From an optimization exercise on the open Yosys and OpenROAD flow, aimed at small area; shortcuts taken in it are not production practice.
Function was checked by simulation only, so behaviour that the tests miss may differ from the original.
Power is estimated from default activity; no workload was simulated.

==> standard.sh <==
#!/bin/bash
# synth_recipe.tcl (not shown) runs the flow's synth.tcl, then flattens the netlist and writes it again
# the make line also repeats each setting of config.mk as NAME=value (left out here)
make -C /OpenROAD-flow-scripts/flow DESIGN_CONFIG=/design/flow/config.mk WORK_HOME=/design/flow/orfs CLKGATE_MAP_FILE= SYNTH_SCRIPT=/design/flow/synth_recipe.tcl "${@:-finish}"
==> constraint.sdc <==
create_clock -name core_clock -period 10.0 [get_ports {clk}]
set_input_delay 2.0000 -clock core_clock [delete_from_list [all_inputs] [get_ports {clk}]]
set_output_delay 2.0000 -clock core_clock [all_outputs]
set_load 0.01 [all_outputs]
==> design.v <==
module buffer (
    input  logic             clk,
    input  logic             wen,       
    input  logic             keep3,     
    input  logic [639:0]     din,
    output logic [3:0][143:0] dout,
    output logic [143:0]     set3_kept
);
    always_ff @(posedge clk) begin
        for (int s = 0; s < 4; s++)
            if (wen) dout[s] <= din[s*160 +: 144];
        if (keep3) set3_kept <= dout[3];
    end
endmodule
module hadamard_product_unit (
    input  logic [71:0] kernel,
    input  logic [71:0] p0_n,    
    input  logic [71:0] p1_n,
    input  logic [71:0] p2_n,
    output logic [7:0]  y0,
    output logic [7:0]  y1,
    output logic [7:0]  y2
);
    logic [71:0] kernel3;
    times3 u_k3 (.k(kernel), .k3(kernel3));
    logic [2:0][71:0] p_n;
    logic [2:0][7:0]  y;
    assign p_n = {p2_n, p1_n, p0_n};
    assign {y2, y1, y0} = y;
    for (genvar j = 0; j < 3; j++) begin : g_dp
        logic [26:0] d1, d2, d3;
        r4dec u_dec (.p_n(p_n[j]), .d1(d1), .d2(d2), .d3(d3));
        dot9 u_dp (.k(kernel), .k3(kernel3), .p_n(p_n[j]),
                   .d1(d1), .d2(d2), .d3(d3), .y(y[j]));
    end
endmodule
module dot9 (
    input  logic [71:0] k,     
    input  logic [71:0] k3,    
    input  logic [71:0] p_n,    
    input  logic [26:0] d1,    
    input  logic [26:0] d2,    
    input  logic [26:0] d3,    
    output logic [7:0]  y
);
    logic pn1, pn2, pn3, pn4, pn5, pn6, pn7, pn8, pn9, pn10, pn11, pn12, pn13, pn14, pn15, pn16;
    logic pn17, pn18, pn19, pn20, pn21, pn22, pn23, pn24, pn25, pn26, pn27, pn28, pn29, pn30, pn31, pn32;
    logic pn33, pn34, pn35, pn36, pn37, pn38, pn39, pn40, pn41, pn42, pn43, pn44, pn45, pn46, pn47, pn48;
    logic pn49, pn50, pn51, pn52, pn53, pn54, pn55, pn56, pn57, pn58, pn59, pn60, pn61, pn62, pn63, pn64;
    logic pn65, pn66, pn67, pn68, pn69, pn70, pn71, pn72, pn73, pn74, pn75, pn76, pn77, pn78, pn79, pn80;
    logic pn81, pn82, pn83, pn84, pn85, pn86, pn87, pn88, pn89, pn90, pn91, pn92, pn93, pn94, pn95, pn96;
    logic pn97, pn98, pn99, pn100, pn101, pn102, pn103, pn104, pn105, pn106, pn107, pn108, pn109, pn110, pn111, pn112;
    logic pn113, pn114, pn115, pn116, pn117, pn118, pn119, pn120, pn121, pn122, pn123, pn124, pn125, pn126, pn127, pn128;
    logic pn129, pn130, pn131, pn132, pn133, pn134, pn135, pn136, pn137, pn138, pn139, pn140, pn141, pn142, pn143, pn144;
    logic pn145, pn146, pn147, pn148, pn149, pn150, pn151, pn152, pn153, pn154, pn155, pn156, pn157, pn158, pn159, pn160;
    logic pn161, pn162, pn163, pn164, pn165, pn166, pn167, pn168, pn169, pn170, pn171, pn172, pn173, pn174, pn175, pn176;
    logic pn177, pn178, pn179, pn180, pn181, pn182, pn183, pn184, pn185, pn186, pn187, pn188, pn189, s190, c191, s192;
    logic c193, s194, c195, s196, c197, s198, c199, s200, c201, s202, c203, s204, c205, s206, c207, s208;
    logic c209, s210, c211, s212, c213, s214, c215, s216, c217, s218, c219, s220, c221, s222, c223, s224;
    logic c225, s226, c227, s228, c229, s230, c231, s232, c233, s234, c235, s236, c237, s238, c239, s240;
    logic c241, s242, c243, s244, c245, s246, c247, s248, c249, s250, c251, s252, c253, s254, c255, s256;
    logic c257, s258, c259, s260, c261, s262, c263, s264, c265, s266, c267, s268, c269, s270, c271, s272;
    logic c273, s274, c275, s276, c277, s278, c279, s280, c281, s282, c283, s284, c285, s286, c287, s288;
    logic c289, s290, c291, s292, c293, s294, c295, s296, c297, s298, c299, s300, c301, s302, c303, s304;
    logic c305, s306, c307, s308, c309, s310, c311, s312, c313, s314, c315, s316, c317, s318, c319, s320;
    logic c321, s322, c323, s324, c325, s326, c327, s328, c329, s330, c331, s332, c333, s334, c335, s336;
    logic c337, s338, c339, s340, c341, s342, c343, s344, c345, s346, c347, s348, c349, s350, c351, s352;
    logic c353, s354, c355, s356, c357, s358, c359, s360, c361, s362, c363, s364, c365, s366, c367, s368;
    logic c369, s370, c371, s372, c373, s374, c375, s376, c377, s378, c379, s380, c381, s382, c383, s384;
    logic c385, s386, c387, s388, c389, s390, c391, s392, c393, s394, c395, s396, c397, s398, c399, s400;
    logic c401, s402, c403, s404, c405, s406, c407, s408, c409, s410, c411, s412, c413, x414, x415, x416;
    logic x417, x418, x419, x420, x421, x422, x423, x424, x425, x426, x427, x428, x429, x430, x431, x432;
    logic x433, x434, x435, x436, x437, x438, x439, x440, x441, x442, x443, x444, x445, x446, x447, x448;
    logic x449, x450, x451, x452, x453, x454, x455, x456, x457, x458, x459, x460, x461, x462, x463, x464;
    logic x465, x466, x467, x468, x469, x470, x471, x472, x473, x474, x475, x476, x477, x478, x479, x480;
    logic x481, x482, x483, x484, x485, x486, x487;
    assign pn1 = ~(k[0] & ~p_n[0]);
    assign pn2 = ~((d1[0] & k[1]) | (d2[0] & k[0]) | (d3[0] & k3[1]));
    assign pn3 = ~((d1[0] & k[2]) | (d2[0] & k[1]) | (d3[0] & k3[2]));
    assign pn4 = ~((d1[0] & k[3]) | (d2[0] & k[2]) | (d3[0] & k3[3]));
    assign pn5 = ~((d1[0] & k[4]) | (d2[0] & k[3]) | (d3[0] & k3[4]));
    assign pn6 = ~((d1[0] & k[5]) | (d2[0] & k[4]) | (d3[0] & k3[5]));
    assign pn7 = ~((d1[0] & k[6]) | (d2[0] & k[5]) | (d3[0] & k3[6]));
    assign pn8 = ~((d1[0] & k[7]) | (d2[0] & k[6]) | (d3[0] & k3[7]));
    assign pn9 = ~(k[0] & ~p_n[2]);
    assign pn10 = ~((d1[1] & k[1]) | (d2[1] & k[0]) | (d3[1] & k3[1]));
    assign pn11 = ~((d1[1] & k[2]) | (d2[1] & k[1]) | (d3[1] & k3[2]));
    assign pn12 = ~((d1[1] & k[3]) | (d2[1] & k[2]) | (d3[1] & k3[3]));
    assign pn13 = ~((d1[1] & k[4]) | (d2[1] & k[3]) | (d3[1] & k3[4]));
    assign pn14 = ~((d1[1] & k[5]) | (d2[1] & k[4]) | (d3[1] & k3[5]));
    assign pn15 = ~(k[0] & ~p_n[4]);
    assign pn16 = ~((d1[2] & k[1]) | (d2[2] & k[0]) | (d3[2] & k3[1]));
    assign pn17 = ~((d1[2] & k[2]) | (d2[2] & k[1]) | (d3[2] & k3[2]));
    assign pn18 = ~((d1[2] & k[3]) | (d2[2] & k[2]) | (d3[2] & k3[3]));
    assign pn19 = ~(k[0] & ~p_n[6]);
    assign pn20 = ~(k[1] & ~p_n[6]);
    assign pn21 = ~(k[0] & ~p_n[7]);
    assign pn22 = ~(k[8] & ~p_n[8]);
    assign pn23 = ~((d1[3] & k[9]) | (d2[3] & k[8]) | (d3[3] & k3[9]));
    assign pn24 = ~((d1[3] & k[10]) | (d2[3] & k[9]) | (d3[3] & k3[10]));
    assign pn25 = ~((d1[3] & k[11]) | (d2[3] & k[10]) | (d3[3] & k3[11]));
    assign pn26 = ~((d1[3] & k[12]) | (d2[3] & k[11]) | (d3[3] & k3[12]));
    assign pn27 = ~((d1[3] & k[13]) | (d2[3] & k[12]) | (d3[3] & k3[13]));
    assign pn28 = ~((d1[3] & k[14]) | (d2[3] & k[13]) | (d3[3] & k3[14]));
    assign pn29 = ~((d1[3] & k[15]) | (d2[3] & k[14]) | (d3[3] & k3[15]));
    assign pn30 = ~(k[8] & ~p_n[10]);
    assign pn31 = ~((d1[4] & k[9]) | (d2[4] & k[8]) | (d3[4] & k3[9]));
    assign pn32 = ~((d1[4] & k[10]) | (d2[4] & k[9]) | (d3[4] & k3[10]));
    assign pn33 = ~((d1[4] & k[11]) | (d2[4] & k[10]) | (d3[4] & k3[11]));
    assign pn34 = ~((d1[4] & k[12]) | (d2[4] & k[11]) | (d3[4] & k3[12]));
    assign pn35 = ~((d1[4] & k[13]) | (d2[4] & k[12]) | (d3[4] & k3[13]));
    assign pn36 = ~(k[8] & ~p_n[12]);
    assign pn37 = ~((d1[5] & k[9]) | (d2[5] & k[8]) | (d3[5] & k3[9]));
    assign pn38 = ~((d1[5] & k[10]) | (d2[5] & k[9]) | (d3[5] & k3[10]));
    assign pn39 = ~((d1[5] & k[11]) | (d2[5] & k[10]) | (d3[5] & k3[11]));
    assign pn40 = ~(k[8] & ~p_n[14]);
    assign pn41 = ~(k[9] & ~p_n[14]);
    assign pn42 = ~(k[8] & ~p_n[15]);
    assign pn43 = ~(k[16] & ~p_n[16]);
    assign pn44 = ~((d1[6] & k[17]) | (d2[6] & k[16]) | (d3[6] & k3[17]));
    assign pn45 = ~((d1[6] & k[18]) | (d2[6] & k[17]) | (d3[6] & k3[18]));
    assign pn46 = ~((d1[6] & k[19]) | (d2[6] & k[18]) | (d3[6] & k3[19]));
    assign pn47 = ~((d1[6] & k[20]) | (d2[6] & k[19]) | (d3[6] & k3[20]));
    assign pn48 = ~((d1[6] & k[21]) | (d2[6] & k[20]) | (d3[6] & k3[21]));
    assign pn49 = ~((d1[6] & k[22]) | (d2[6] & k[21]) | (d3[6] & k3[22]));
    assign pn50 = ~((d1[6] & k[23]) | (d2[6] & k[22]) | (d3[6] & k3[23]));
    assign pn51 = ~(k[16] & ~p_n[18]);
    assign pn52 = ~((d1[7] & k[17]) | (d2[7] & k[16]) | (d3[7] & k3[17]));
    assign pn53 = ~((d1[7] & k[18]) | (d2[7] & k[17]) | (d3[7] & k3[18]));
    assign pn54 = ~((d1[7] & k[19]) | (d2[7] & k[18]) | (d3[7] & k3[19]));
    assign pn55 = ~((d1[7] & k[20]) | (d2[7] & k[19]) | (d3[7] & k3[20]));
    assign pn56 = ~((d1[7] & k[21]) | (d2[7] & k[20]) | (d3[7] & k3[21]));
    assign pn57 = ~(k[16] & ~p_n[20]);
    assign pn58 = ~((d1[8] & k[17]) | (d2[8] & k[16]) | (d3[8] & k3[17]));
    assign pn59 = ~((d1[8] & k[18]) | (d2[8] & k[17]) | (d3[8] & k3[18]));
    assign pn60 = ~((d1[8] & k[19]) | (d2[8] & k[18]) | (d3[8] & k3[19]));
    assign pn61 = ~(k[16] & ~p_n[22]);
    assign pn62 = ~(k[17] & ~p_n[22]);
    assign pn63 = ~(k[16] & ~p_n[23]);
    assign pn64 = ~(k[24] & ~p_n[24]);
    assign pn65 = ~((d1[9] & k[25]) | (d2[9] & k[24]) | (d3[9] & k3[25]));
    assign pn66 = ~((d1[9] & k[26]) | (d2[9] & k[25]) | (d3[9] & k3[26]));
    assign pn67 = ~((d1[9] & k[27]) | (d2[9] & k[26]) | (d3[9] & k3[27]));
    assign pn68 = ~((d1[9] & k[28]) | (d2[9] & k[27]) | (d3[9] & k3[28]));
    assign pn69 = ~((d1[9] & k[29]) | (d2[9] & k[28]) | (d3[9] & k3[29]));
    assign pn70 = ~((d1[9] & k[30]) | (d2[9] & k[29]) | (d3[9] & k3[30]));
    assign pn71 = ~((d1[9] & k[31]) | (d2[9] & k[30]) | (d3[9] & k3[31]));
    assign pn72 = ~(k[24] & ~p_n[26]);
    assign pn73 = ~((d1[10] & k[25]) | (d2[10] & k[24]) | (d3[10] & k3[25]));
    assign pn74 = ~((d1[10] & k[26]) | (d2[10] & k[25]) | (d3[10] & k3[26]));
    assign pn75 = ~((d1[10] & k[27]) | (d2[10] & k[26]) | (d3[10] & k3[27]));
    assign pn76 = ~((d1[10] & k[28]) | (d2[10] & k[27]) | (d3[10] & k3[28]));
    assign pn77 = ~((d1[10] & k[29]) | (d2[10] & k[28]) | (d3[10] & k3[29]));
    assign pn78 = ~(k[24] & ~p_n[28]);
    assign pn79 = ~((d1[11] & k[25]) | (d2[11] & k[24]) | (d3[11] & k3[25]));
    assign pn80 = ~((d1[11] & k[26]) | (d2[11] & k[25]) | (d3[11] & k3[26]));
    assign pn81 = ~((d1[11] & k[27]) | (d2[11] & k[26]) | (d3[11] & k3[27]));
    assign pn82 = ~(k[24] & ~p_n[30]);
    assign pn83 = ~(k[25] & ~p_n[30]);
    assign pn84 = ~(k[24] & ~p_n[31]);
    assign pn85 = ~(k[32] & ~p_n[32]);
    assign pn86 = ~((d1[12] & k[33]) | (d2[12] & k[32]) | (d3[12] & k3[33]));
    assign pn87 = ~((d1[12] & k[34]) | (d2[12] & k[33]) | (d3[12] & k3[34]));
    assign pn88 = ~((d1[12] & k[35]) | (d2[12] & k[34]) | (d3[12] & k3[35]));
    assign pn89 = ~((d1[12] & k[36]) | (d2[12] & k[35]) | (d3[12] & k3[36]));
    assign pn90 = ~((d1[12] & k[37]) | (d2[12] & k[36]) | (d3[12] & k3[37]));
    assign pn91 = ~((d1[12] & k[38]) | (d2[12] & k[37]) | (d3[12] & k3[38]));
    assign pn92 = ~((d1[12] & k[39]) | (d2[12] & k[38]) | (d3[12] & k3[39]));
    assign pn93 = ~(k[32] & ~p_n[34]);
    assign pn94 = ~((d1[13] & k[33]) | (d2[13] & k[32]) | (d3[13] & k3[33]));
    assign pn95 = ~((d1[13] & k[34]) | (d2[13] & k[33]) | (d3[13] & k3[34]));
    assign pn96 = ~((d1[13] & k[35]) | (d2[13] & k[34]) | (d3[13] & k3[35]));
    assign pn97 = ~((d1[13] & k[36]) | (d2[13] & k[35]) | (d3[13] & k3[36]));
    assign pn98 = ~((d1[13] & k[37]) | (d2[13] & k[36]) | (d3[13] & k3[37]));
    assign pn99 = ~(k[32] & ~p_n[36]);
    assign pn100 = ~((d1[14] & k[33]) | (d2[14] & k[32]) | (d3[14] & k3[33]));
    assign pn101 = ~((d1[14] & k[34]) | (d2[14] & k[33]) | (d3[14] & k3[34]));
    assign pn102 = ~((d1[14] & k[35]) | (d2[14] & k[34]) | (d3[14] & k3[35]));
    assign pn103 = ~(k[32] & ~p_n[38]);
    assign pn104 = ~(k[33] & ~p_n[38]);
    assign pn105 = ~(k[32] & ~p_n[39]);
    assign pn106 = ~(k[40] & ~p_n[40]);
    assign pn107 = ~((d1[15] & k[41]) | (d2[15] & k[40]) | (d3[15] & k3[41]));
    assign pn108 = ~((d1[15] & k[42]) | (d2[15] & k[41]) | (d3[15] & k3[42]));
    assign pn109 = ~((d1[15] & k[43]) | (d2[15] & k[42]) | (d3[15] & k3[43]));
    assign pn110 = ~((d1[15] & k[44]) | (d2[15] & k[43]) | (d3[15] & k3[44]));
    assign pn111 = ~((d1[15] & k[45]) | (d2[15] & k[44]) | (d3[15] & k3[45]));
    assign pn112 = ~((d1[15] & k[46]) | (d2[15] & k[45]) | (d3[15] & k3[46]));
    assign pn113 = ~((d1[15] & k[47]) | (d2[15] & k[46]) | (d3[15] & k3[47]));
    assign pn114 = ~(k[40] & ~p_n[42]);
    assign pn115 = ~((d1[16] & k[41]) | (d2[16] & k[40]) | (d3[16] & k3[41]));
    assign pn116 = ~((d1[16] & k[42]) | (d2[16] & k[41]) | (d3[16] & k3[42]));
    assign pn117 = ~((d1[16] & k[43]) | (d2[16] & k[42]) | (d3[16] & k3[43]));
    assign pn118 = ~((d1[16] & k[44]) | (d2[16] & k[43]) | (d3[16] & k3[44]));
    assign pn119 = ~((d1[16] & k[45]) | (d2[16] & k[44]) | (d3[16] & k3[45]));
    assign pn120 = ~(k[40] & ~p_n[44]);
    assign pn121 = ~((d1[17] & k[41]) | (d2[17] & k[40]) | (d3[17] & k3[41]));
    assign pn122 = ~((d1[17] & k[42]) | (d2[17] & k[41]) | (d3[17] & k3[42]));
    assign pn123 = ~((d1[17] & k[43]) | (d2[17] & k[42]) | (d3[17] & k3[43]));
    assign pn124 = ~(k[40] & ~p_n[46]);
    assign pn125 = ~(k[41] & ~p_n[46]);
    assign pn126 = ~(k[40] & ~p_n[47]);
    assign pn127 = ~(k[48] & ~p_n[48]);
    assign pn128 = ~((d1[18] & k[49]) | (d2[18] & k[48]) | (d3[18] & k3[49]));
    assign pn129 = ~((d1[18] & k[50]) | (d2[18] & k[49]) | (d3[18] & k3[50]));
    assign pn130 = ~((d1[18] & k[51]) | (d2[18] & k[50]) | (d3[18] & k3[51]));
    assign pn131 = ~((d1[18] & k[52]) | (d2[18] & k[51]) | (d3[18] & k3[52]));
    assign pn132 = ~((d1[18] & k[53]) | (d2[18] & k[52]) | (d3[18] & k3[53]));
    assign pn133 = ~((d1[18] & k[54]) | (d2[18] & k[53]) | (d3[18] & k3[54]));
    assign pn134 = ~((d1[18] & k[55]) | (d2[18] & k[54]) | (d3[18] & k3[55]));
    assign pn135 = ~(k[48] & ~p_n[50]);
    assign pn136 = ~((d1[19] & k[49]) | (d2[19] & k[48]) | (d3[19] & k3[49]));
    assign pn137 = ~((d1[19] & k[50]) | (d2[19] & k[49]) | (d3[19] & k3[50]));
    assign pn138 = ~((d1[19] & k[51]) | (d2[19] & k[50]) | (d3[19] & k3[51]));
    assign pn139 = ~((d1[19] & k[52]) | (d2[19] & k[51]) | (d3[19] & k3[52]));
    assign pn140 = ~((d1[19] & k[53]) | (d2[19] & k[52]) | (d3[19] & k3[53]));
    assign pn141 = ~(k[48] & ~p_n[52]);
    assign pn142 = ~((d1[20] & k[49]) | (d2[20] & k[48]) | (d3[20] & k3[49]));
    assign pn143 = ~((d1[20] & k[50]) | (d2[20] & k[49]) | (d3[20] & k3[50]));
    assign pn144 = ~((d1[20] & k[51]) | (d2[20] & k[50]) | (d3[20] & k3[51]));
    assign pn145 = ~(k[48] & ~p_n[54]);
    assign pn146 = ~(k[49] & ~p_n[54]);
    assign pn147 = ~(k[48] & ~p_n[55]);
    assign pn148 = ~(k[56] & ~p_n[56]);
    assign pn149 = ~((d1[21] & k[57]) | (d2[21] & k[56]) | (d3[21] & k3[57]));
    assign pn150 = ~((d1[21] & k[58]) | (d2[21] & k[57]) | (d3[21] & k3[58]));
    assign pn151 = ~((d1[21] & k[59]) | (d2[21] & k[58]) | (d3[21] & k3[59]));
    assign pn152 = ~((d1[21] & k[60]) | (d2[21] & k[59]) | (d3[21] & k3[60]));
    assign pn153 = ~((d1[21] & k[61]) | (d2[21] & k[60]) | (d3[21] & k3[61]));
    assign pn154 = ~((d1[21] & k[62]) | (d2[21] & k[61]) | (d3[21] & k3[62]));
    assign pn155 = ~((d1[21] & k[63]) | (d2[21] & k[62]) | (d3[21] & k3[63]));
    assign pn156 = ~(k[56] & ~p_n[58]);
    assign pn157 = ~((d1[22] & k[57]) | (d2[22] & k[56]) | (d3[22] & k3[57]));
    assign pn158 = ~((d1[22] & k[58]) | (d2[22] & k[57]) | (d3[22] & k3[58]));
    assign pn159 = ~((d1[22] & k[59]) | (d2[22] & k[58]) | (d3[22] & k3[59]));
    assign pn160 = ~((d1[22] & k[60]) | (d2[22] & k[59]) | (d3[22] & k3[60]));
    assign pn161 = ~((d1[22] & k[61]) | (d2[22] & k[60]) | (d3[22] & k3[61]));
    assign pn162 = ~(k[56] & ~p_n[60]);
    assign pn163 = ~((d1[23] & k[57]) | (d2[23] & k[56]) | (d3[23] & k3[57]));
    assign pn164 = ~((d1[23] & k[58]) | (d2[23] & k[57]) | (d3[23] & k3[58]));
    assign pn165 = ~((d1[23] & k[59]) | (d2[23] & k[58]) | (d3[23] & k3[59]));
    assign pn166 = ~(k[56] & ~p_n[62]);
    assign pn167 = ~(k[57] & ~p_n[62]);
    assign pn168 = ~(k[56] & ~p_n[63]);
    assign pn169 = ~(k[64] & ~p_n[64]);
    assign pn170 = ~((d1[24] & k[65]) | (d2[24] & k[64]) | (d3[24] & k3[65]));
    assign pn171 = ~((d1[24] & k[66]) | (d2[24] & k[65]) | (d3[24] & k3[66]));
    assign pn172 = ~((d1[24] & k[67]) | (d2[24] & k[66]) | (d3[24] & k3[67]));
    assign pn173 = ~((d1[24] & k[68]) | (d2[24] & k[67]) | (d3[24] & k3[68]));
    assign pn174 = ~((d1[24] & k[69]) | (d2[24] & k[68]) | (d3[24] & k3[69]));
    assign pn175 = ~((d1[24] & k[70]) | (d2[24] & k[69]) | (d3[24] & k3[70]));
    assign pn176 = ~((d1[24] & k[71]) | (d2[24] & k[70]) | (d3[24] & k3[71]));
    assign pn177 = ~(k[64] & ~p_n[66]);
    assign pn178 = ~((d1[25] & k[65]) | (d2[25] & k[64]) | (d3[25] & k3[65]));
    assign pn179 = ~((d1[25] & k[66]) | (d2[25] & k[65]) | (d3[25] & k3[66]));
    assign pn180 = ~((d1[25] & k[67]) | (d2[25] & k[66]) | (d3[25] & k3[67]));
    assign pn181 = ~((d1[25] & k[68]) | (d2[25] & k[67]) | (d3[25] & k3[68]));
    assign pn182 = ~((d1[25] & k[69]) | (d2[25] & k[68]) | (d3[25] & k3[69]));
    assign pn183 = ~(k[64] & ~p_n[68]);
    assign pn184 = ~((d1[26] & k[65]) | (d2[26] & k[64]) | (d3[26] & k3[65]));
    assign pn185 = ~((d1[26] & k[66]) | (d2[26] & k[65]) | (d3[26] & k3[66]));
    assign pn186 = ~((d1[26] & k[67]) | (d2[26] & k[66]) | (d3[26] & k3[67]));
    assign pn187 = ~(k[64] & ~p_n[70]);
    assign pn188 = ~(k[65] & ~p_n[70]);
    assign pn189 = ~(k[64] & ~p_n[71]);
    fa u_s190 (.a(pn1), .b(pn22), .c(pn43), .s(s190), .co(c191));
    fa u_s192 (.a(pn64), .b(pn85), .c(pn106), .s(s192), .co(c193));
    fa u_s194 (.a(pn127), .b(pn148), .c(pn169), .s(s194), .co(c195));
    fa u_s196 (.a(s190), .b(s192), .c(s194), .s(s196), .co(c197));
    fa u_s198 (.a(pn2), .b(pn23), .c(pn44), .s(s198), .co(c199));
    fa u_s200 (.a(pn65), .b(pn86), .c(pn107), .s(s200), .co(c201));
    fa u_s202 (.a(pn128), .b(pn149), .c(pn170), .s(s202), .co(c203));
    fa u_s204 (.a(c191), .b(c193), .c(c195), .s(s204), .co(c205));
    fa u_s206 (.a(c197), .b(s198), .c(s200), .s(s206), .co(c207));
    fa u_s208 (.a(s202), .b(s204), .c(s206), .s(s208), .co(c209));
    fa u_s210 (.a(pn9), .b(pn30), .c(pn51), .s(s210), .co(c211));
    fa u_s212 (.a(pn72), .b(pn93), .c(pn114), .s(s212), .co(c213));
    fa u_s214 (.a(pn135), .b(pn156), .c(pn177), .s(s214), .co(c215));
    fa u_s216 (.a(s210), .b(s212), .c(s214), .s(s216), .co(c217));
    fa u_s218 (.a(pn3), .b(pn24), .c(pn45), .s(s218), .co(c219));
    fa u_s220 (.a(pn66), .b(pn87), .c(pn108), .s(s220), .co(c221));
    fa u_s222 (.a(pn129), .b(pn150), .c(pn171), .s(s222), .co(c223));
    fa u_s224 (.a(c199), .b(c201), .c(c203), .s(s224), .co(c225));
    fa u_s226 (.a(c205), .b(s216), .c(c207), .s(s226), .co(c227));
    fa u_s228 (.a(s218), .b(s220), .c(s222), .s(s228), .co(c229));
    fa u_s230 (.a(s224), .b(c209), .c(s226), .s(s230), .co(c231));
    assign s232 = ~(s228 ^ s230);
    assign c233 = s228 | s230;
    fa u_s234 (.a(pn10), .b(pn31), .c(pn52), .s(s234), .co(c235));
    fa u_s236 (.a(pn73), .b(pn94), .c(pn115), .s(s236), .co(c237));
    fa u_s238 (.a(pn136), .b(pn157), .c(pn178), .s(s238), .co(c239));
    fa u_s240 (.a(c211), .b(c213), .c(c215), .s(s240), .co(c241));
    fa u_s242 (.a(c217), .b(s234), .c(s236), .s(s242), .co(c243));
    fa u_s244 (.a(s238), .b(s240), .c(pn4), .s(s244), .co(c245));
    fa u_s246 (.a(pn25), .b(pn46), .c(pn67), .s(s246), .co(c247));
    fa u_s248 (.a(pn88), .b(pn109), .c(pn130), .s(s248), .co(c249));
    fa u_s250 (.a(pn151), .b(pn172), .c(c219), .s(s250), .co(c251));
    fa u_s252 (.a(c221), .b(c223), .c(c225), .s(s252), .co(c253));
    fa u_s254 (.a(s242), .b(c227), .c(c229), .s(s254), .co(c255));
    fa u_s256 (.a(s244), .b(s246), .c(s248), .s(s256), .co(c257));
    fa u_s258 (.a(s250), .b(s252), .c(c231), .s(s258), .co(c259));
    fa u_s260 (.a(s254), .b(s256), .c(c233), .s(s260), .co(c261));
    assign s262 = ~(s258 ^ s260);
    assign c263 = s258 | s260;
    fa u_s264 (.a(pn15), .b(pn36), .c(pn57), .s(s264), .co(c265));
    fa u_s266 (.a(pn78), .b(pn99), .c(pn120), .s(s266), .co(c267));
    fa u_s268 (.a(pn141), .b(pn162), .c(pn183), .s(s268), .co(c269));
    fa u_s270 (.a(s264), .b(s266), .c(s268), .s(s270), .co(c271));
    fa u_s272 (.a(pn11), .b(pn32), .c(pn53), .s(s272), .co(c273));
    fa u_s274 (.a(pn74), .b(pn95), .c(pn116), .s(s274), .co(c275));
    fa u_s276 (.a(pn137), .b(pn158), .c(pn179), .s(s276), .co(c277));
    fa u_s278 (.a(c235), .b(c237), .c(c239), .s(s278), .co(c279));
    fa u_s280 (.a(c241), .b(s270), .c(c243), .s(s280), .co(c281));
    fa u_s282 (.a(s272), .b(s274), .c(s276), .s(s282), .co(c283));
    fa u_s284 (.a(s278), .b(pn5), .c(pn26), .s(s284), .co(c285));
    fa u_s286 (.a(pn47), .b(pn68), .c(pn89), .s(s286), .co(c287));
    fa u_s288 (.a(pn110), .b(pn131), .c(pn152), .s(s288), .co(c289));
    fa u_s290 (.a(pn173), .b(c245), .c(c247), .s(s290), .co(c291));
    fa u_s292 (.a(c249), .b(c251), .c(c253), .s(s292), .co(c293));
    fa u_s294 (.a(s280), .b(s282), .c(c255), .s(s294), .co(c295));
    fa u_s296 (.a(c257), .b(s284), .c(s286), .s(s296), .co(c297));
    fa u_s298 (.a(s288), .b(s290), .c(s292), .s(s298), .co(c299));
    fa u_s300 (.a(c259), .b(s294), .c(s296), .s(s300), .co(c301));
    fa u_s302 (.a(s298), .b(c261), .c(s300), .s(s302), .co(c303));
    assign s304 = ~(c263 ^ s302);
    assign c305 = c263 | s302;
    fa u_s306 (.a(pn16), .b(pn37), .c(pn58), .s(s306), .co(c307));
    fa u_s308 (.a(pn79), .b(pn100), .c(pn121), .s(s308), .co(c309));
    fa u_s310 (.a(pn142), .b(pn163), .c(pn184), .s(s310), .co(c311));
    fa u_s312 (.a(c265), .b(c267), .c(c269), .s(s312), .co(c313));
    fa u_s314 (.a(c271), .b(s306), .c(s308), .s(s314), .co(c315));
    fa u_s316 (.a(s310), .b(s312), .c(pn12), .s(s316), .co(c317));
    fa u_s318 (.a(pn33), .b(pn54), .c(pn75), .s(s318), .co(c319));
    fa u_s320 (.a(pn96), .b(pn117), .c(pn138), .s(s320), .co(c321));
    fa u_s322 (.a(pn159), .b(pn180), .c(c273), .s(s322), .co(c323));
    fa u_s324 (.a(c275), .b(c277), .c(c279), .s(s324), .co(c325));
    fa u_s326 (.a(s314), .b(c281), .c(c283), .s(s326), .co(c327));
    fa u_s328 (.a(s316), .b(s318), .c(s320), .s(s328), .co(c329));
    fa u_s330 (.a(s322), .b(s324), .c(pn6), .s(s330), .co(c331));
    fa u_s332 (.a(pn27), .b(pn48), .c(pn69), .s(s332), .co(c333));
    fa u_s334 (.a(pn90), .b(pn111), .c(pn132), .s(s334), .co(c335));
    fa u_s336 (.a(pn153), .b(pn174), .c(c285), .s(s336), .co(c337));
    fa u_s338 (.a(c287), .b(c289), .c(c291), .s(s338), .co(c339));
    fa u_s340 (.a(c293), .b(s326), .c(s328), .s(s340), .co(c341));
    fa u_s342 (.a(c295), .b(c297), .c(c299), .s(s342), .co(c343));
    fa u_s344 (.a(s330), .b(s332), .c(s334), .s(s344), .co(c345));
    fa u_s346 (.a(s336), .b(s338), .c(s340), .s(s346), .co(c347));
    fa u_s348 (.a(c301), .b(s342), .c(s344), .s(s348), .co(c349));
    fa u_s350 (.a(s346), .b(c303), .c(s348), .s(s350), .co(c351));
    assign s352 = ~(c305 ^ s350);
    assign c353 = c305 | s350;
    fa u_s354 (.a(pn19), .b(pn40), .c(pn61), .s(s354), .co(c355));
    fa u_s356 (.a(pn82), .b(pn103), .c(pn124), .s(s356), .co(c357));
    fa u_s358 (.a(pn145), .b(pn166), .c(pn187), .s(s358), .co(c359));
    fa u_s360 (.a(s354), .b(s356), .c(s358), .s(s360), .co(c361));
    fa u_s362 (.a(pn17), .b(pn38), .c(pn59), .s(s362), .co(c363));
    fa u_s364 (.a(pn80), .b(pn101), .c(pn122), .s(s364), .co(c365));
    fa u_s366 (.a(pn143), .b(pn164), .c(pn185), .s(s366), .co(c367));
    fa u_s368 (.a(c307), .b(c309), .c(c311), .s(s368), .co(c369));
    fa u_s370 (.a(c313), .b(s360), .c(c315), .s(s370), .co(c371));
    fa u_s372 (.a(s362), .b(s364), .c(s366), .s(s372), .co(c373));
    fa u_s374 (.a(s368), .b(pn13), .c(pn34), .s(s374), .co(c375));
    fa u_s376 (.a(pn55), .b(pn76), .c(pn97), .s(s376), .co(c377));
    fa u_s378 (.a(pn118), .b(pn139), .c(pn160), .s(s378), .co(c379));
    fa u_s380 (.a(pn181), .b(c317), .c(c319), .s(s380), .co(c381));
    fa u_s382 (.a(c321), .b(c323), .c(c325), .s(s382), .co(c383));
    fa u_s384 (.a(s370), .b(s372), .c(c327), .s(s384), .co(c385));
    fa u_s386 (.a(c329), .b(s374), .c(s376), .s(s386), .co(c387));
    fa u_s388 (.a(s378), .b(s380), .c(s382), .s(s388), .co(c389));
    fa u_s390 (.a(c331), .b(c333), .c(c335), .s(s390), .co(c391));
    fa u_s392 (.a(c337), .b(c339), .c(pn7), .s(s392), .co(c393));
    fa u_s394 (.a(pn28), .b(pn49), .c(pn70), .s(s394), .co(c395));
    fa u_s396 (.a(pn91), .b(pn112), .c(pn133), .s(s396), .co(c397));
    fa u_s398 (.a(pn154), .b(pn175), .c(c341), .s(s398), .co(c399));
    fa u_s400 (.a(s384), .b(s386), .c(s388), .s(s400), .co(c401));
    fa u_s402 (.a(c343), .b(c345), .c(s390), .s(s402), .co(c403));
    fa u_s404 (.a(s392), .b(s394), .c(s396), .s(s404), .co(c405));
    fa u_s406 (.a(c347), .b(s398), .c(s400), .s(s406), .co(c407));
    fa u_s408 (.a(c349), .b(s402), .c(s404), .s(s408), .co(c409));
    fa u_s410 (.a(s406), .b(c351), .c(s408), .s(s410), .co(c411));
    assign s412 = ~(c353 ^ s410);
    assign c413 = c353 | s410;
    assign x414 = pn20 ^ pn21;
    assign x415 = pn41 ^ pn42;
    assign x416 = pn62 ^ pn63;
    assign x417 = pn83 ^ pn84;
    assign x418 = pn104 ^ pn105;
    assign x419 = pn125 ^ pn126;
    assign x420 = pn146 ^ pn147;
    assign x421 = pn167 ^ pn168;
    assign x422 = pn188 ^ pn189;
    assign x423 = x414 ^ x415;
    assign x424 = x416 ^ x417;
    assign x425 = x418 ^ x419;
    assign x426 = x420 ^ x421;
    assign x427 = x422 ^ c355;
    assign x428 = c357 ^ c359;
    assign x429 = x423 ^ x424;
    assign x430 = x425 ^ x426;
    assign x431 = x427 ^ x428;
    assign x432 = x429 ^ x430;
    assign x433 = c361 ^ x431;
    assign x434 = x432 ^ pn18;
    assign x435 = pn39 ^ pn60;
    assign x436 = pn81 ^ pn102;
    assign x437 = pn123 ^ pn144;
    assign x438 = pn165 ^ pn186;
    assign x439 = c363 ^ c365;
    assign x440 = c367 ^ c369;
    assign x441 = x433 ^ x434;
    assign x442 = x435 ^ x436;
    assign x443 = x437 ^ x438;
    assign x444 = x439 ^ x440;
    assign x445 = c371 ^ c373;
    assign x446 = x441 ^ x442;
    assign x447 = x443 ^ x444;
    assign x448 = pn14 ^ pn35;
    assign x449 = pn56 ^ pn77;
    assign x450 = pn98 ^ pn119;
    assign x451 = pn140 ^ pn161;
    assign x452 = pn182 ^ c375;
    assign x453 = c377 ^ c379;
    assign x454 = c381 ^ c383;
    assign x455 = x445 ^ x446;
    assign x456 = x447 ^ x448;
    assign x457 = x449 ^ x450;
    assign x458 = x451 ^ x452;
    assign x459 = x453 ^ x454;
    assign x460 = x455 ^ c385;
    assign x461 = c387 ^ c389;
    assign x462 = x456 ^ x457;
    assign x463 = x458 ^ x459;
    assign x464 = c391 ^ x460;
    assign x465 = x461 ^ pn8;
    assign x466 = pn29 ^ pn50;
    assign x467 = pn71 ^ pn92;
    assign x468 = pn113 ^ pn134;
    assign x469 = pn155 ^ pn176;
    assign x470 = c393 ^ c395;
    assign x471 = c397 ^ x462;
    assign x472 = x463 ^ c399;
    assign x473 = c401 ^ x464;
    assign x474 = x465 ^ x466;
    assign x475 = x467 ^ x468;
    assign x476 = x469 ^ x470;
    assign x477 = x471 ^ c403;
    assign x478 = x472 ^ c405;
    assign x479 = x473 ^ x474;
    assign x480 = x475 ^ x476;
    assign x481 = c407 ^ x477;
    assign x482 = x478 ^ x479;
    assign x483 = x480 ^ c409;
    assign x484 = x481 ^ x482;
    assign x485 = x483 ^ x484;
    assign x486 = c411 ^ x485;
    assign x487 = c413 ^ x486;
    assign y[0] = ~s196;
    assign y[1] = ~s208;
    assign y[2] = ~s232;
    assign y[3] = ~s262;
    assign y[4] = ~s304;
    assign y[5] = ~s352;
    assign y[6] = ~s412;
    assign y[7] = ~x487;
endmodule
module r4dec (
    input  logic [71:0] p_n,
    output logic [26:0] d1,
    output logic [26:0] d2,
    output logic [26:0] d3
);
    for (genvar m = 0; m < 9; m++) begin : g_m
        for (genvar i = 0; i < 3; i++) begin : g_d
            assign d1[m*3+i] = ~p_n[m*8+2*i] & p_n[m*8+2*i+1];
            assign d2[m*3+i] = p_n[m*8+2*i] & ~p_n[m*8+2*i+1];
            assign d3[m*3+i] = ~(p_n[m*8+2*i] | p_n[m*8+2*i+1]);
        end
    end
endmodule
module times3 (
    input  logic [71:0] k,
    output logic [71:0] k3
);
    for (genvar m = 0; m < 9; m++) begin : g_m
        logic [7:0] a, y;
        logic [7:1] c;
        assign a = k[m*8 +: 8];
        assign y[0] = a[0];
        assign y[1] = a[1] ^ a[0];
        assign c[1] = a[1] & a[0];
        for (genvar b = 2; b < 7; b++) begin : g_b
            fa u_fa (.a(a[b]), .b(a[b-1]), .c(c[b-1]), .s(y[b]), .co(c[b]));
        end
        assign y[7] = a[7] ^ a[6] ^ c[6];
        assign k3[m*8 +: 8] = y;
    end
endmodule
module fa (input logic a, input logic b, input logic c, output logic s, output logic co);
    assign s  = a ^ b ^ c;
    assign co = (a & b) | (c & (a ^ b));
endmodule
module for_output (
    input  logic          clk,
    input  logic          rst,
    input  logic [1:0]    op,
    input  logic          wr_reg,    
    input  logic          arr3,      
    input  logic          arr1,      
    input  logic [15:0]   lane0,     
    input  logic [15:0]   lane1,
    input  logic [15:0]   lane2,
    output logic [1279:0] dout
);
    localparam logic [1:0] WRITE = 2'd2;
    logic [3:0] index;       
    logic       dv;          
    logic       full;
    logic [2:0] res_index;
    logic [7:0] res_valid;
    logic [7:0] res_inval;   
    always_ff @(posedge clk or posedge rst) begin
        if (rst)
            full <= 1'b0;
        else if (op == WRITE)
            full <= 1'b0;
        else if (res_valid[7] && dv)
            full <= 1'b1;
    end
    logic [4:0] sum;
    assign sum = index + (arr3 ? 5'd3 : 5'd1);
    always_ff @(posedge clk or posedge rst) begin
        if (rst) begin
            index <= 4'd0;
            dv    <= 1'b0;
        end else if (op == WRITE) begin
            index <= 4'd0;
            dv    <= 1'b0;
        end else if (!full && (arr3 || arr1)) begin
            if (sum >= 5'd9) begin
                index <= 4'(sum - 5'd9);
                dv    <= 1'b1;
            end else begin
                index <= sum[3:0];
                dv    <= 1'b0;
            end
        end
    end
    always_ff @(posedge clk or posedge rst) begin
        if (rst)
            res_index <= 3'd0;
        else if (wr_reg)
            res_index <= 3'd0;
        else if (dv && res_index != 3'd7)
            res_index <= res_index + 3'd1;
    end
    always_ff @(posedge clk or posedge rst) begin
        if (rst) begin
            res_valid <= '0;
            res_inval <= '1;
        end else if (wr_reg) begin
            res_valid <= '0;
            res_inval <= '1;
        end else if (!full && (dv || index != 4'd0)) begin
            res_valid[res_index] <= 1'b1;
            res_inval[res_index] <= 1'b0;
        end
    end
    logic       acc_d;       
    logic       n3_d;        
    logic [3:0] i_d;         
    always_ff @(posedge clk or posedge rst) begin
        if (rst) begin
            acc_d <= 1'b0;
            n3_d  <= 1'b0;
            i_d   <= 4'd0;
        end else begin
            acc_d <= (arr3 || arr1) && (op != WRITE) && !full;
            n3_d  <= arr3;
            i_d   <= index;
        end
    end
    logic wr_now;
    assign wr_now = acc_d && !full && !wr_reg;
    logic [8:0][15:0] bus;
    logic [8:0]       to_cur;     
    logic [8:0]       to_next;    
    always_comb begin
        for (int e = 0; e < 9; e++) begin
            bus[e]     = '0;
            to_cur[e]  = 1'b0;
            to_next[e] = 1'b0;
            for (int k = 0; k < 3; k++) begin
                if ((k == 0 || n3_d) && (32'(i_d) + k == e)) begin
                    bus[e]    = (k == 0) ? lane0 : (k == 1) ? lane1 : lane2;
                    to_cur[e] = 1'b1;
                end
                if ((k == 0 || n3_d) && (32'(i_d) + k == e + 9)) begin
                    bus[e]     = (k == 0) ? lane0 : (k == 1) ? lane1 : lane2;
                    to_next[e] = 1'b1;
                end
            end
            if (e >= 32'(i_d) + (n3_d ? 3 : 1))
                to_cur[e] = 1'b1;    
        end
    end
    logic [7:0][8:0][15:0] rows_n;
    always_ff @(posedge clk) begin
        for (int r = 0; r < 8; r++)
            for (int e = 0; e < 9; e++)
                if (wr_now && ((to_cur[e] && r >= res_index) || (to_next[e] && r > res_index)))
                    rows_n[r][e] <= ~bus[e];
    end
    for (genvar r = 0; r < 8; r++) begin : g_row
        assign dout[r*160 +: 144]       = ~(rows_n[r] | {144{res_inval[r]}});
        assign dout[r*160 + 144 +: 16]  = 16'd0;
    end
endmodule
module top #(
    parameter DATA_WIDTH = 8,
    parameter BUFFER_SIZE = 2,
    parameter KERNEL_SIZE = 9,
    parameter NUM_OF_MUL = 2,
    parameter DATA_OF_SET = 20,
    parameter IN_NUM_OF_SET = 4,
    parameter OUT_NUM_OF_SET = 3
)(
    input  logic          clk,
    input  logic          rst,
    input  logic [639:0]  din,
    input  logic [71:0]   kernel,
    input  logic [1:0]    op,
    output logic [1279:0] dout,
    output logic          dout_valid
);
    localparam logic [1:0] READ  = 2'd1;
    localparam logic [1:0] WRITE = 2'd2;
    logic       rd_reg, wr_reg;    
    logic [5:0] cnt;               
    logic       wen;
    always_ff @(posedge clk or posedge rst) begin
        if (rst) begin
            rd_reg <= 1'b0;
            wr_reg <= 1'b0;
            cnt    <= 6'd0;
        end else begin
            rd_reg <= (op == READ);
            wr_reg <= (op == WRITE);
            if (cnt == 6'd32 || ((op == READ) && rd_reg))
                cnt <= 6'd0;
            else if ((op == READ) && !rd_reg)
                cnt <= cnt + 6'd1;
        end
    end
    assign wen        = (op == READ) && !rd_reg && (cnt == 6'd0);
    assign dout_valid = (op == WRITE) && !wr_reg;
    logic [4:1] ph;
    logic       ph2_n, ph4_n;    
    always_ff @(posedge clk or posedge rst) begin
        if (rst) begin
            ph    <= '0;
            ph2_n <= 1'b1;
            ph4_n <= 1'b1;
        end else begin
            ph    <= {ph[3:1], wen};
            ph2_n <= !ph[1];
            ph4_n <= !ph[3];
        end
    end
    logic [3:0][143:0] set_q;
    logic [143:0]      set3_q;
    buffer u_buf (.clk(clk), .wen(wen), .keep3(ph[3]), .din(din), .dout(set_q), .set3_kept(set3_q));
    logic [71:0] kernel_d;
    always_ff @(posedge clk) kernel_d <= kernel;
    logic [71:0] k_src;
    assign k_src = ({72{ph[2]}} & kernel) | ({72{ph2_n}} & kernel_d);
    logic [71:0] pu0_n, pu1_n, pu2_n;
    assign pu0_n = ~(({72{ph[2]}} & set_q[0][71:0])   | ({72{ph[3]}} & set_q[1][143:72]) | ({72{ph[4]}} & set3_q[71:0]));
    assign pu1_n = ~(({72{ph[2]}} & set_q[0][143:72]) | ({72{ph[3]}} & set_q[2][71:0])   | ({72{ph[4]}} & set3_q[143:72]));
    assign pu2_n = ~(({72{ph[2]}} & set_q[1][71:0])   | ({72{ph2_n}} & set_q[2][143:72]));
    logic [7:0] u0, u1, u2;
    hadamard_product_unit u_dp (
        .kernel(k_src),
        .p0_n(pu0_n),
        .p1_n(pu1_n),
        .p2_n(pu2_n),
        .y0(u0),
        .y1(u1),
        .y2(u2)
    );
    logic [7:0] r0, r1, r2, r0_d, r1_d, r2_d;
    always_ff @(posedge clk) begin
        r0   <= u0;
        r1   <= u1;
        r2   <= u2;
        r0_d <= r0;
        r1_d <= r1;
        r2_d <= r2;
    end
    logic [15:0] lane0, lane1, lane2;
    assign lane0 = ({16{ph[4]}} & {r1_d, r0_d}) | ({16{ph4_n}} & {r1, r0});
    assign lane1 = {r0, r2_d};
    assign lane2 = {r2, r1};
    for_output u_out (
        .clk(clk),
        .rst(rst),
        .op(op),
        .wr_reg(wr_reg),
        .arr3(ph[3]),
        .arr1(ph[4]),
        .lane0(lane0),
        .lane1(lane1),
        .lane2(lane2),
        .dout(dout)
    );
endmodule
==> flow/run.sh <==
#!/bin/bash
# The standard layout (standard.sh) with these placement settings changed:
#  - plain buf_1 cells as the port buffers (every port still gets one);
#  - pins may sit one routing track apart, so a smaller die holds them;
#  - clock tree: larger sink clusters, small clock buffers, no dummy loads;
#  - one tie cell for the constant outputs (as synthesis leaves it);
#  - global routing may use 90% of each layer's tracks (the platform allows 80%).
set -o pipefail
export BUFFER_PORTS_ARGS="-buffer_cell sky130_fd_sc_hd__buf_1"
export PLACE_PINS_ARGS="-min_distance 1 -min_distance_in_tracks"
export CTS_ARGS="-sink_clustering_enable -repair_clock_nets -dont_use_dummy_load -buf_list {sky130_fd_sc_hd__clkbuf_4 sky130_fd_sc_hd__clkbuf_8} -sink_clustering_size 20 -sink_clustering_max_diameter 45"
export SKIP_REPAIR_TIE_FANOUT=1
export FASTROUTE_TCL="$(pwd)/flow/fastroute.tcl"
bash standard.sh > standard.log 2>&1
==> config.mk <==
export PLATFORM = sky130hd
export DESIGN_NAME = top
export DESIGN_NICKNAME = top
export VERILOG_FILES = /design/flow/design.v
export SDC_FILE = /design/flow/constraint.sdc
export NUM_CORES = 8
export LEC_CHECK = 0
export CAP_MARGIN = 25
export CORE_AREA = 10 10 450 450
export DIE_AREA = 0 0 460 460
export PLACE_DENSITY = 0.55
export SLEW_MARGIN = 25
export SYNTH_HIERARCHICAL = 1
==> flow/fastroute.tcl <==
# The platform's global-routing setup (platforms/sky130hd/fastroute.tcl) with
# the layer capacity adjustment lowered from 0.2 to 0.1.
set_global_routing_layer_adjustment $::env(MIN_ROUTING_LAYER)-$::env(MAX_ROUTING_LAYER) 0.1

set_routing_layers -clock $::env(MIN_CLK_ROUTING_LAYER)-$::env(MAX_ROUTING_LAYER)
set_routing_layers -signal $::env(MIN_ROUTING_LAYER)-$::env(MAX_ROUTING_LAYER)
==> flow_summary_export.csv, run 1 <==
group,metric,value,unit
run_status,outcome,"timing/DRC/antenna clean",
finish,regMostFlops,"u_out.rows_n",
pwr,p_int,0.0123,W
synthesis,syn_inst,6101,
sta,worst_pin_slew,1.25,ns
sta,min_period,9.07,ns
sta,period_share,90.7,%
route,route.met3.wl,46300,µm
finish,nNetsFinal,9127,
place,dp_slack,0.305,ns
finish,top_regs,"u_out.rows_n: 1152 flops, u_buf.dout: 576 flops, u_buf.set3_kept: 144 flops",
clock_tree,clkLatencyLatePin,1.08,ns
worst_setup_path,cpMostUsedCell,"fa_1",
pwr,pwr-share-comb,17.8,%
synthesis,synth_area,90400,µm²
synthesis,avgSynthCellArea,14.8,µm²
floorplan,fp-row-count,161,
pwr,irDropWorstVdd,0.000268,V
grt,grt_max_degree,198,
min_path,hold_path.startpoint,"u_buf.dout[508]",
place,gp_congestion,0.980,
worst_setup_path,start_kind,"register",
worst_setup_path,crit_slowest_cell,"a222oi_1",
sta,relSlewSlack,16.8,%
clock_tree,cts_buffers,201,
clock_tree,cts_resized,0,
route,drt-pass1-iter-count,17,
floorplan,start_util,47.0,%
worst_setup_path,crit_path_max_incr_delay,0.90,ns
clock_tree,clk_path_buf_depth,3,
place,hpwl,296000,µm
clock_tree,clock-root-buffer,"clkbuf_8",
sta,layout_setup_ws,0.934,ns
worst_setup_path,crit_path_max_fanout,54,
worst_setup_path,r2r_slack,0.93,ns
clock_tree,cts_tree,"yes",
finish,area_growth_syn_to_layout,15.4,%
place,placement.io_buffers,1804,
finish,largest_register_ffs,1152,
clock_tree,cts_sinks,2030,
sta,rsz0062_at_grt,"false",
finish,final_common_cell,"edfxtp_1",
worst_setup_path,path_class,"register to register",
finish,layout-drive-gt1-share,10.4,%
clock_tree,h-tree-depth,4,
route,wire_per_inst,37.7,µm
synthesis,ys_warn_count,9,
floorplan,dieHeight,460,µm
floorplan,dieArea,212000,µm²
sta,whs,0.362,ns
route,wirelength,399000,µm
route,route.detailed.drc,0,
route,drt_iter0_markers,14233,
floorplan,io-pin-count,1997,
route,routed-via-count,67392,
route,wl_met2,182000,µm
pwr,p_sw,0.00477,W
worst_setup_path,cp_top_family,"adder cells",
flow_run,cap_violations,0,
grt,overflow,0,
worst_setup_path,path_cells,"buf_12, a222oi_1, nor2_1, a222oi_1, fa_1, fa_1, fa_1, fa_1, fa_1, fa_1, fa_1, fa_1, fa_1, inv_1, ha_1, xnor2_1, xnor2_1, xnor2_1, xnor2_1, xnor2_1, xnor3_1",
floorplan,core-area,193000,µm²
worst_setup_path,cp.arrival,9.95,ns
sta,finalHoldViolations,0,
sta,finClkSkew,0.152,ns
clock_tree,post-cts-setup-buffer-count,0,
floorplan,fp.dieW,460,µm
worst_setup_path,rr_startpoint,"ph[2]",
pwr,switching_share,28.0,%
grt,track_usage,32.2,%
sta,max_freq,0.110,GHz
grt,antenna_found_initial,81,
pwr,power.density,164,nW/µm²
pwr,p_leak,32.6,nW
worst_setup_path,required,10.89,ns
pwr,pwr-share-clk,25.7,%
route,ant_nets,0,
grt,grt_pass1_wl,532000,µm
pwr,p_seq_share,56.5,%
clock_tree,clk_pin_slew,0.10,ns
route,viasPerCell,6.37,
route,wl_met1,137000,µm
sta,setup_viol,0,
min_path,hold_class,"register to register",
pwr,power.total,0.0171,W
finish,final_cell_mix,"edfxtp_1 (1872), buf_1 (1806), nor2_1 (1287)",
route,top_layer,"met5",
clock_tree,cts_hold_buffers,0,
grt,grt_pass1_vias,65571,
synthesis,synthesis.nets,7227,
sta,finalMaxSlewViolations,0,
worst_setup_path,end_kind,"register",
worst_setup_path,critPathBufInv,2,
worst_setup_path,cp-startpoint,"ph[2]",
==> per-stage QoR <==
stage,utilization (%),area (µm²),cells,setup TNS [ns]
2_1_floorplan,-,90400,6101,-3758.91
3_3_place_gp,52.4,101000,10291,0
3_5_place_dp,52.6,101000,10317,0
4_1_cts,54.0,104000,10518,0
5_1_grt,54.2,104000,10570,0
6_report,54.2,104000,10584,0
==> layout make-up <==
type,instances,area [µm²]
multi-input cells,3568,29000
inverters,52,195
diodes,59,148
well taps,2526,3160
flip-flops and latches,2030,59600
repair buffers,2148,9530
clock buffers,201,2770
fillers,16419,88200
==> final timing paths <==
kind | cells past startpoint | endpoint
worst max-delay path | 21 | r1[7]
worst min-delay path | 0 | u_buf.set3_kept[76]
worst max register to register | 21 | r1[7]
worst min register to register | 0 | u_buf.set3_kept[76]
max in group asynchronous | 2 | ph[4]
min in group asynchronous | 2 | u_out.res_index[1]
==> power by group through the flow <==
stage / Sequential, W / Clock [W] / Combinational [W]
floorplan: 0.00957 / 0 / 0.00184
global placement: 0.00979 / 0 / 0.00293
detailed placement: 0.00980 / 0 / 0.00291
CTS: 0.00961 / 0.00447 / 0.00295
global route: 0.00963 / 0.00480 / 0.00317
finish: 0.00964 / 0.00438 / 0.00304
==> metal layers <==
layer | up-vias | track usage, %
li1 | 27003 | -
met4 | 58 | 21.0
met1 | 33527 | 38.5
met5 | - | 0
met2 | 5476 | 51.6
met3 | 1328 | 9.00
==> inputs of run 2 (changes only) <==
--- a/config.mk
+++ b/config.mk
@@ -8,5 +8,5 @@
 export CAP_MARGIN = 25
-export CORE_AREA = 10 10 450 450
-export DIE_AREA = 0 0 460 460
-export PLACE_DENSITY = 0.55
+export CORE_AREA = 10 10 430 430
+export DIE_AREA = 0 0 440 440
+export PLACE_DENSITY = 0.6
 export SLEW_MARGIN = 25
==> run 2 against run 1 <==
Compared with the run above:
- sequential cell count stayed put
- synthesized area stayed put
- hold slack better by 0.0021 ns
- worst setup slack better by 0.12 ns
- power fell by 0.51%
- critical endpoint is now r0[7]
- largest cell class unchanged
==> flow_summary_export.csv, run 2 <==
group,metric,value,unit
route,routed-via-count,67826,
finish,layout-drive-gt1-share,10.1,%
route,drt_iter0_markers,14156,
worst_setup_path,r2r_slack,1.05,ns
grt,grt_max_degree,193,
sta,relSlewSlack,16.8,%
pwr,irDropWorstVdd,0.000182,V
min_path,worstHoldEndpoint,"u_buf.set3_kept[55]",
min_path,hold_class,"register to register",
clock_tree,cts_buffers,190,
sta,finalMaxSlewViolations,0,
worst_setup_path,cpMostUsedCell,"fa_1",
sta,worst_pin_slew,1.25,ns
clock_tree,clock-root-buffer,"clkbuf_8",
grt,track_usage,34.8,%
finish,nNetsFinal,9112,
sta,rsz0062_at_grt,"false",
finish,largest_register_ffs,1152,
clock_tree,cts_sinks,2030,
floorplan,fp.dieW,440,µm
floorplan,io-pin-count,1997,
synthesis,synthesis.nets,7227,
finish,regMostFlops,"u_out.rows_n",
route,wire_per_inst,37.9,µm
pwr,power.density,163,nW/µm²
min_path,hold_path.startpoint,"u_buf.dout[487]",
floorplan,dieHeight,440,µm
floorplan,start_util,51.5,%
worst_setup_path,regToRegEndpoint,"r0[7]",
clock_tree,post-cts-setup-buffer-count,0,
worst_setup_path,path_cells,"buf_4, a22o_1, buf_4, ha_1, buf_4, a222oi_1, fa_1, fa_1, fa_1, fa_1, fa_1, fa_1, fa_1, fa_1, inv_1, ha_1, xnor2_1, xnor2_1, xnor2_1, xnor2_1, xnor2_1, xnor3_1",
finish,final_common_cell,"edfxtp_1",
grt,grt_pass1_wl,523000,µm
finish,seq_area,59600,µm²
worst_setup_path,start_kind,"register",
worst_setup_path,end_kind,"register",
sta,finalHoldViolations,0,
floorplan,dieArea,194000,µm²
worst_setup_path,cp.arrival,9.73,ns
synthesis,avgSynthCellArea,14.8,µm²
pwr,p_leak,32.5,nW
place,gp_congestion,0.994,
sta,finClkSkew,0.143,ns
grt,antenna_found_initial,70,
worst_setup_path,crit_slowest_cell,"dfrtp_4",
synthesis,ys_warn_count,9,
route,wirelength,393000,µm
route,viasPerCell,6.54,
clock_tree,clkLatencyLatePin,1.06,ns
flow_run,cap_violations,0,
finish,fill_cells,14381,
place,dp.cells,10128,
finish,final_cell_mix,"edfxtp_1 (1872), buf_1 (1805), nor2_1 (1286)",
synthesis,syn_inst,6101,
route,ant_nets,0,
synthesis,synth_area,90400,µm²
sta,max_freq,0.112,GHz
clock_tree,clk_pin_slew,0.09,ns
run_status,outcome,"timing/DRC/antenna clean",
finish,multi_input_area,29000,µm²
finish,top_regs,"u_out.rows_n: 1152 flops, u_buf.dout: 576 flops, u_buf.set3_kept: 144 flops",
grt,overflow,0,
grt,grt_pass1_vias,64995,
route,drt-pass1-iter-count,15,
worst_setup_path,reg2reg_depth,22,
floorplan,fp-row-count,154,
route,route.detailed.drc,0,
clock_tree,cts_hold_buffers,0,
clock_tree,cts_resized,0,
finish,final_cells,10377,
finish,area_growth_syn_to_layout,14.9,%
worst_setup_path,required,10.78,ns
min_path,whs_path_depth,0,
clock_tree,cts_tree,"yes",
floorplan,core-area,176000,µm²
sta,period_share,89.5,%
sta,setup_viol,0,
clock_tree,clk_path_buf_depth,3,
pwr,power.total,0.0170,W
worst_setup_path,crit_path_max_fanout,43,
place,hpwl,291000,µm
sta,min_period,8.95,ns
worst_setup_path,crit_path_max_incr_delay,0.97,ns
worst_setup_path,rr_startpoint,"ph[2]",
worst_setup_path,path_class,"register to register",
clock_tree,h-tree-depth,4,
place,placement.io_buffers,1804,
-- run 2: critical path, delay by kind of cell, from the launching register on --
kind	cells	cell delay [ns]
adder cells (fa/ha/maj)	10	4.79
XOR/XNOR	6	1.30
buffers and inverters	4	1.00
flip-flops	1	0.97
AO/OA/AOI/OAI	2	0.70
-- run 2: stage by stage --
step	area, µm²	setup TNS, ns	worst slack [ns]	util [%]	hold slack [ns]
after global placement	101000	0	0.343	57.3	0.358
after detailed placement	101000	0	0.370	57.5	0.373
after CTS	104000	0	1.18	59.0	0.363
after floorplan	90400	-3758.91	-6.99	-	0.329
final	104000	0	1.05	59.2	0.364
after global routing	104000	0	0.758	59.1	0.360
-- run 2: where the power goes --
part | total, W | internal, W | switching (W)
Combinational | 0.00311 | 0.00120 | 0.00191
Sequential | 0.00961 | 0.00934 | 0.000267
Clock | 0.00427 | 0.00168 | 0.00259
Total | 0.0170 | 0.0122 | 0.00477
-- run 2: area by class of cell --
type / count / share of cell area [%]
antenna: 53 / 0.128
clock buffer: 190 / 2.52
inverter: 52 / 0.188
multi-input combinational: 3568 / 27.9
sequential: 2030 / 57.4
tap: 2340 / 2.82
timing repair buffer: 2144 / 9.12
-- run 2: worst max path at each step --
stage                    start    end  slack [ns]  cells after the start
finish                   ph[2]  r0[7]        1.05                     22
detailed placement  kernel[40]  r1[7]        0.37                     22
floorplan                op[1]  ph[1]       -6.99                      2
global placement    kernel[40]  r1[7]        0.34                     22
global route             ph[2]  r2[7]        0.76                     21
CTS                      ph[2]  r0[7]        1.18                     22
-- run 2: metal layers --
layer | track usage [%] | vias up | part of all wire (%)
li1 | - | 26978 | -
met1 | 41.0 | 33703 | 33
met2 | 55.4 | 5668 | 45
met3 | 10.3 | 1437 | 12
met4 | 23.6 | 40 | 9.0
met5 | 0 | - | 0.065
==> inputs of run 3 (changes only) <==
--- a/flow/run.sh
+++ b/flow/run.sh
@@ -10,3 +10,3 @@
 export PLACE_PINS_ARGS="-min_distance 1 -min_distance_in_tracks"
-export CTS_ARGS="-sink_clustering_enable -repair_clock_nets -dont_use_dummy_load -buf_list {sky130_fd_sc_hd__clkbuf_4 sky130_fd_sc_hd__clkbuf_8} -sink_clustering_size 20 -sink_clustering_max_diameter 45"
+export CTS_ARGS="-sink_clustering_enable -repair_clock_nets -dont_use_dummy_load -buf_list {sky130_fd_sc_hd__clkbuf_16} -sink_clustering_size 30 -sink_clustering_max_diameter 60"
 export SKIP_REPAIR_TIE_FANOUT=1
--- a/config.mk
+++ b/config.mk
@@ -8,5 +8,5 @@
 export CAP_MARGIN = 25
-export CORE_AREA = 10 10 430 430
-export DIE_AREA = 0 0 440 440
-export PLACE_DENSITY = 0.6
+export CORE_AREA = 10 10 450 450
+export DIE_AREA = 0 0 460 460
+export PLACE_DENSITY = 0.55
 export SLEW_MARGIN = 25
==> run 3 against run 2 <==
Compared with the run above:
- first-iteration DRC count rose by 1.3%
- sequential power barely moved
- final cell count rose by 1.3%
- sequential cell count did not move
- die area rose by 9.3%
- worst setup slack got worse by 0.18 ns
- count of clock-buffer cells in the layout fell by 58
- synthesized area did not move
- critical path type unchanged
- largest cell class unchanged
- largest power group unchanged
==> flow_summary_export.csv, run 3 <==
group,metric,value,unit
run_status,outcome,"timing/DRC/antenna clean",
pwr,power.total,0.0177,W
place,dp_slack,0.305,ns
finish,regMostFlops,"u_out.rows_n",
place,hpwl,296000,µm
worst_setup_path,end_kind,"register",
clock_tree,post-cts-setup-buffer-count,0,
clock_tree,clk_pin_slew,0.10,ns
sta,finClkSkew,0.0860,ns
route,drt_iter0_markers,14347,
worst_setup_path,start_kind,"register",
sta,timing.setup.tns,0,ns
route,route.detailed.drc,0,
floorplan,dieArea,212000,µm²
finish,area_growth_syn_to_layout,16.0,%
worst_setup_path,crit_path_max_fanout,54,
sta,min_period,9.13,ns
clock_tree,cts_tree,"yes",
finish,multi_input_area,29000,µm²
floorplan,fp.dieW,460,µm
synthesis,ys_warn_count,9,
clock_tree,cts_sinks,2030,
sta,relSlewSlack,17.9,%
synthesis,syn_inst,6101,
grt,grt_pass1_vias,64937,
route,ant_nets,0,
sta,setup_viol,0,
sta,max_freq,0.110,GHz
finish,final_cell_mix,"edfxtp_1 (1872), buf_1 (1806), nor2_1 (1287)",
sta,worst_pin_slew,1.23,ns
place,place_area,101000,µm²
pwr,p_seq_share,54.6,%
finish,seq_area,59600,µm²
clock_tree,cts_hold_buffers,0,
clock_tree,cts_buffers,132,
finish,top_regs,"u_out.rows_n: 1152 flops, u_buf.dout: 576 flops, u_buf.set3_kept: 144 flops",
pwr,irDropWorstVdd,0.000265,V
grt,track_usage,32.1,%
clock_tree,h-tree-depth,4,
grt,antenna_found_initial,74,
floorplan,core-area,193000,µm²
floorplan,fp-row-count,161,
sta,layout_setup_ws,0.872,ns
route,wirelength,398000,µm
floorplan,start_util,47.0,%
finish,nNetsFinal,9059,
min_path,hold_class,"register to register",
worst_setup_path,cp.arrival,9.81,ns
finish,largest_register_ffs,1152,
worst_setup_path,reg2reg_depth,21,
finish,final_common_cell,"edfxtp_1",
pwr,switching_share,27.2,%
sta,period_share,91.3,%
synthesis,synthesis.nets,7227,
grt,overflow,0,
pwr,p_int,0.0129,W
flow_run,cap_violations,0,
finish,layout-drive-gt1-share,9.58,%
sta,rsz0062_at_grt,"false",
finish,fill_cells,16315,
sta,finalMaxSlewViolations,0,
sta,whs,0.334,ns
sta,finalHoldViolations,0,
pwr,pwr-share-clk,28.1,%
grt,grt_max_degree,198,
clock_tree,clk_path_buf_depth,3,
worst_setup_path,path_class,"register to register",
clock_tree,cts_resized,0,
worst_setup_path,required,10.68,ns
pwr,power.density,168,nW/µm²
place,placement.io_buffers,1804,
route,routed-via-count,67579,
pwr,p_sw,0.00479,W
finish,final_area,105000,µm²
route,viasPerCell,6.43,
min_path,whs_path_depth,0,
pwr,p_leak,32.8,nW
floorplan,io-pin-count,1997,
route,drt-pass1-iter-count,15,
grt,grt_pass1_wl,530000,µm
synthesis,synth_area,90400,µm²
floorplan,dieHeight,460,µm
synthesis,avgSynthCellArea,14.8,µm²
pwr,pwr-share-comb,17.3,%
clock_tree,clkLatencyLatePin,0.83,ns
clock_tree,clock-root-buffer,"clkbuf_16",
place,gp_congestion,0.980,
route,wire_per_inst,37.9,µm
[run 3: layout make-up]
cell class / count / share of cell area, %
diodes: 53 / 0.126
clock buffers: 132 / 3.15
inverters: 52 / 0.186
multi-input cells: 3568 / 27.6
flip-flops and latches: 2030 / 56.8
well taps: 2526 / 3.01
repair buffers: 2149 / 9.11
[run 3: worst paths after layout]
check                           startpoint                    to  slack, ns
min                        u_buf.dout[547]  u_buf.set3_kept[115]       0.33
max reg2reg                          ph[2]                 r1[7]       0.87
max in group asynchronous              rst                 ph[4]       8.15
max                                  ph[2]                 r1[7]       0.87
min reg2reg                u_buf.dout[547]  u_buf.set3_kept[115]       0.33
min in group asynchronous              rst    u_out.res_index[1]       1.28
[run 3: power by group through the flow]
| stage | registers [W] | clock network (W) | logic [W] |
|---|---|---|---|
| floorplan | 0.00957 | 0 | 0.00184 |
| global placement | 0.00979 | 0 | 0.00293 |
| detailed placement | 0.00980 | 0 | 0.00291 |
| CTS | 0.00961 | 0.00504 | 0.00295 |
| global route | 0.00962 | 0.00535 | 0.00317 |
| finish | 0.00964 | 0.00496 | 0.00305 |
[run 3: critical path, cell delays in order (launching register included)]
cell and delay [ns]:
dfrtp_4 0.80, buf_12 0.34, a222oi_1 0.93, nor2_1 0.34, a222oi_1 0.56, fa_1 0.58, fa_1 0.51, fa_1 0.40
fa_1 0.43, fa_1 0.41, fa_1 0.46, fa_1 0.46, fa_1 0.51, fa_1 0.55, inv_1 0.06, ha_1 0.21
xnor2_1 0.32, xnor2_1 0.22, xnor2_1 0.17, xnor2_1 0.15, xnor2_1 0.16, xnor3_1 0.42
[run 3: stage by stage]
step	std cells	util [%]
global placement	10291	52.4
finish	10510	54.5
global route	10493	54.5
detailed placement	10317	52.6
CTS	10449	54.3
floorplan	6101	-
[run 3: metal layers]
layer	share of wire, %	global-route usage (%)	vias up
li1	-	-	26911
met1	34	38.8	33842
met2	46	51.3	5495
met3	11	8.42	1277
met4	8.4	21.2	54
met5	0.083	0	-

static timing again, ports no longer ideal:
No port has a modelled driver above. Below, the same layouts with a new extraction and two added sets of constraints.
Step 1 (the two cells are an assumption about what drives the block):
set clk [get_ports {clk}]
set_driving_cell -lib_cell sky130_fd_sc_hd__clkbuf_16 $clk
set_driving_cell -lib_cell sky130_fd_sc_hd__buf_2 [delete_from_list [all_inputs] $clk]
Step 2 moves the port delays by t, midway between the first and last clock arrival at a register: inputs arrive t later, outputs are due t later. That takes back most of the time a late clock gives input paths.
Three values: ideal ports, drivers, drivers and shift; two values: the first two.
| run | t (ns) | slack for setup (ns) | worst register clock-pin slew, ns |
|---|---|---|---|
| run 1 | 1.077 | 0.934 / 0.934 / 0.149 | 0.11 / 0.11 |
| run 2 | 1.071 | 1.052 / 1.052 / 0.012 | 0.12 / 0.12 |
| run 3 | 0.882 | 0.872 / 0.872 / 0.114 | 0.11 / 0.11 |
After both steps setup and hold are still met in every run listed. The setup slack of run 2, which loses most, moves by 0.000 ns with the drivers and by -1.040 ns with both steps.
